This design comes from an exercise in tuning for a short achievable clock period and few clock cycles on the open sky130 flow, not from production work.
In this exercise RTL edits were held to simulation tests only and were not proved equivalent to the original.

==> ember <==
==> flow/design.v (excerpt) <==
module riscv #(
    parameter logic[31:0] BootVector = 32'h0000_0000
)(
    input logic clk,
    input logic reset,
    output logic halted,
    input logic unhalt,
    output logic[31:0] i_addr,
    input logic[31:0] i_data,
    output logic[31:0] d_addr,
    output logic[31:0] d_wdata,
    output logic[3:0] d_wstrb,
    input logic[31:0] d_rdata
);
    localparam int TagW = 8;
    logic[31:0] pc_f;
    logic[31:0] pc_ct, pc_nx;
    logic[15:0] oh_f;
    logic hit_f, pred_f;
    logic[1:0] ctr_f;
    logic[29:0] ptgt_f;
    logic valid_d;
    logic[31:0] ir_d;
    logic[31:0] pc_d;
    logic hit_d, pred_d;
    logic[1:0] ctr_d;
    logic[29:0] ptgt_d;
    logic lui_d, auipc_d, jal_d, jalr_d, br_d, ld_d, st_d, opimm_d, op_d, ill_d;
    logic[31:0] immpc_d, immalu_d;
    logic stall_d, redir_d;
    logic frz, hold_fd;
    logic[2:0] f3;
    logic[4:0] rd, rs1, rs2;
    logic use_rs1, use_rs2, b_imm, writes;
    logic he1_d, he2_d, hm1_d, hm2_d, sd;
    logic[31:0] pc_imm_d, pc4_d;
    logic valid_e;
    logic[31:0] a_e, b_e, s_e;
    logic fa1_e, fb1_e, fs1_e;
    logic[3:0] cs_e;
    logic[4:0] ss_e, rs_e;
    logic sub_e, sgn_e, breq_e, brinv_e;
    logic[8:0] rsel_e;
    logic[2:0] mf3_e;
    logic sra_e;
    logic[31:0] dres_e;
    logic[31:0] pc4_e, pc_imm_e;
    logic is_br_e, is_jal_e, is_jalr_e, is_ld_e, is_st_e, wr_e;
    logic[4:0] rd_e;
    logic pred_e, hit_e, dp_e, exc_e;
    logic[1:0] ctr_e;
    logic[29:0] ptgt_e;
    logic[TagW+3:0] pcb_e;
    logic valid_m;
    logic[31:0] res_m, addr_m, wd_m;
    logic[3:0] wstrb_m;
    logic ld_m, wr_m, jalr_m, pred_m, hit_m, exc_m, ctrl_m, taken_m;
    logic[2:0] f3_m;
    logic[4:0] rd_m;
    logic[1:0] ctr_m;
    logic[29:0] ptgt_m, pcimm_m;
    logic[TagW+3:0] pcb_m;
    logic redir_m;
    logic[31:0] tgt_m, tgt1_m, tgt0_m;
    logic[15:0] ohtgt_m, oh1_m, oh0_m;
  ...
==> flow/config.mk <==
export PLATFORM = sky130hd
export DESIGN_NAME = riscv
export DESIGN_NICKNAME = riscv
export VERILOG_FILES = /design/flow/design.v
export SDC_FILE = /design/flow/constraint.sdc
export NUM_CORES = 4
export LEC_CHECK = 0
export ABC_CLOCK_PERIOD_IN_PS = 3000
export CAP_MARGIN = 20
export CORE_MARGIN = 2
export CORE_UTILIZATION = 55
export PLACE_DENSITY = 0.62
export SLEW_MARGIN = 20
==> flow/constraint.sdc <==
create_clock -name core_clock -period 10.0 [get_ports {clk}]
set_input_delay 2.0000 -clock core_clock [delete_from_list [all_inputs] [get_ports {clk}]]
set_output_delay 2.0000 -clock core_clock [all_outputs]
set_load 0.01 [all_outputs]
standard.sh (not shown) runs the stock make flow with config.mk's settings and CLKGATE_MAP_FILE= SYNTH_SCRIPT=/design/flow/synth_recipe.tcl, a recipe that flattens the netlist after the stock synthesis.
==> flow/flow/run.sh <==
#!/bin/bash
set -euo pipefail
MARGIN=${MARGIN:-7}
EXTRA=(SETUP_SLACK_MARGIN=$MARGIN "BUFFER_PORTS_ARGS=-buffer_cell sky130_fd_sc_hd__buf_6")
bash standard.sh synth > synth.log 2>&1
bash standard.sh floorplan "${EXTRA[@]}" > floorplan.log 2>&1
bash standard.sh place "${EXTRA[@]}" > place.log 2>&1
bash standard.sh cts "${EXTRA[@]}" > cts.log 2>&1
bash standard.sh route "${EXTRA[@]}" > route.log 2>&1
bash standard.sh finish "${EXTRA[@]}" > finish.log 2>&1
==> willow (differences from ember) <==
--- a/flow/design.v
+++ b/flow/design.v
@@ -41,13 +41,12 @@
     output logic[31:0] d_wdata,
     output logic[3:0] d_wstrb,
     input logic[31:0] d_rdata
 );
     localparam int TagW = 8;
     logic[31:0] pc_f;
-    logic[31:0] pc_ct, pc_nx;
     logic[15:0] oh_f;
     logic hit_f, pred_f;
     logic[1:0] ctr_f;
     logic[29:0] ptgt_f;
     logic valid_d;
     logic[31:0] ir_d;
@@ -114,24 +113,15 @@
     assign pred_f = hit_f & ctr_f[1];
     logic[31:0] pc4_f, npc_f;
     logic[15:0] ohnpc_f;
     assign pc4_f = {pc_f[31:2] + 30'd1, pc_f[1:0]};
     assign npc_f = pred_f ? {ptgt_f, 2'b00} : pc4_f;
     assign ohnpc_f = pred_f ? (16'h1 << ptgt_f[3:0]) : {oh_f[14:0], oh_f[15]};
-    logic[31:0] ia;
     logic[29:0] da_n;
-    logic boot;
-    assign i_addr = ia;
-    always_ff @(posedge clk)
-        ia <= pc_nx;
-    always_ff @(posedge clk or posedge reset) begin
-        if (reset)
-            boot <= 1'b1;
-        else
-            boot <= 1'b0;
-    end
+    assign i_addr = pc_f;
+    logic[31:0] pc_ct, pc_nx;
     logic[15:0] oh_ct, oh_nx;
     logic misp1, misp0, cond;
     logic[31:0] tgt1, tgt0;
     assign pc_ct = redir_d ? dtgt : (hold_fd ? pc_f : npc_f);
     assign oh_ct = redir_d ? (16'h1 << dtgt[5:2]) : (hold_fd ? oh_f : ohnpc_f);
     logic tok_e, ok_e;
@@ -250,13 +240,13 @@
         if (reset)
             sd <= 1'b0;
         else
             sd <= stall_d;
     end
     assign stall_d = valid_d & is_ld_e & ((use_rs1 & m1e) | (use_rs2 & m2e));
-    assign frz = halted | (valid_e & exc_e) | boot;
+    assign frz = halted | (valid_e & exc_e);
     assign hold_fd = stall_d | frz;
     logic sub_d, fb1_d;
     logic[4:0] ssel;
     assign ssel = {m1e & fb1_d & ~sub_d, ~m1e & fb1_d & sub_d, ~m1e & fb1_d & ~sub_d,
                    m1e & ~fb1_d, ~m1e & ~fb1_d};
     assign sub_d = br_d | ((op_d | opimm_d) & f3[2:1] == 2'b01) | (op_d & ir_d[30] & f3 == 3'b000);
==> flow/flow/run.sh (replaced) <==
#!/bin/bash
set -euo pipefail
MARGIN=${MARGIN:-6.5}
EXTRA=(SETUP_SLACK_MARGIN=$MARGIN "BUFFER_PORTS_ARGS=-buffer_cell sky130_fd_sc_hd__buf_6")
bash standard.sh synth > synth.log 2>&1
bash standard.sh floorplan "${EXTRA[@]}" > floorplan.log 2>&1
bash standard.sh place "${EXTRA[@]}" > place.log 2>&1
bash standard.sh cts "${EXTRA[@]}" > cts.log 2>&1
bash standard.sh route "${EXTRA[@]}" > route.log 2>&1
bash standard.sh finish "${EXTRA[@]}" > finish.log 2>&1
--- a/flow/config.mk
+++ b/flow/config.mk
@@ -5,9 +5,8 @@
 export SDC_FILE = /design/flow/constraint.sdc
 export NUM_CORES = 4
 export LEC_CHECK = 0
 export ABC_CLOCK_PERIOD_IN_PS = 3000
 export CAP_MARGIN = 20
 export CORE_MARGIN = 2
-export CORE_UTILIZATION = 55
-export PLACE_DENSITY = 0.62
+export CORE_UTILIZATION = 40
 export SLEW_MARGIN = 20
==> summary of the runs <==
- In ember the wire length is larger than in willow, by about 7%.
- Worst hold slack: ember is worse than willow (0.030 ns).
- Between willow and ember, the lower clock-buffer cell count is in willow (gap 8).
- Of willow and ember, willow has the higher clock skew (gap 0.0022 ns).
- Of ember and willow, ember has the higher first-iteration DRC count (gap about 20%, measured against willow).
- Against ember, the critical path depth of willow is lower by 8.
- Between willow and ember, the lower synthesized cell count is in willow (gap 1.0%, measured against ember).
==> figures <==
Fin nets: ember 10156; willow 9541
Via count normalized by instance count: ember 7.08; willow 6.31
Met2 wire len: ember 216 mm; willow 209 mm
Final instance area: ember 0.154 mm^2; willow 0.141 mm^2
Share of cell area taken by flip-flops and latches: ember 45.6%; willow 49.1%
Plain + repair buffers: ember 1100; willow 571
Weighted congestion at the end of routability-driven global placement: ember 1.02; willow 1.01
Flop-to-flop setup slack: ember 6.39 ns; willow 6.37 ns
Wire length of the first global-routing pass: ember 663 mm; willow 625 mm
Share of flip-flops with an asynchronous set or reset: ember 2.97%; willow 2.97%
Result of the run: ember no timing/DRC/antenna violations; willow no timing/DRC/antenna violations
Compound-gate portion of the synthesized area: ember 10.6%; willow 10.2%
Multiplexer share of the synthesized area: ember 16.2%; willow 16.2%
Sequential share of the synthesized area: ember 57.4%; willow 57.3%
Highest clock rate: ember 277 MHz; willow 275 MHz
Largest net degree at the start of global routing: ember 77; willow 83
Post-detailed-placement cell area: ember 0.127 mm^2; willow 0.127 mm^2
Testbench counts of ember, summed over its fixed seeds: cycles 74,559.
Testbench counts of willow, summed over its fixed seeds: cycles 74,527.

[what the ideal ports hide]
The flow's constraints put no driver on any port. The routed layouts listed below were extracted and timed again, unchanged, in two steps.
Step 1, drivers: a clkbuf_16 drives clk and a buf_2 each remaining input, both assumed.
Step 2 also shifts input and output timing later by t, the mid clock arrival at the registers, as if the neighbouring blocks saw the same clock.
a / b / c = ideal ports / drivers / drivers and shift; a / b = the first two.
run	t (ns)	slack for setup (ns)	worst slew at a driven data input, ns	pins driven straight from the clock port
ember	1.015	6.391 / 6.389 / 5.759	0.24	1
willow	0.969	6.368 / 6.269 / 5.581	0.27	1
After both steps every run listed still meets setup and hold. For willow, which loses most, drivers alone change the setup slack by -0.099 ns; drivers and shift together by -0.787 ns.
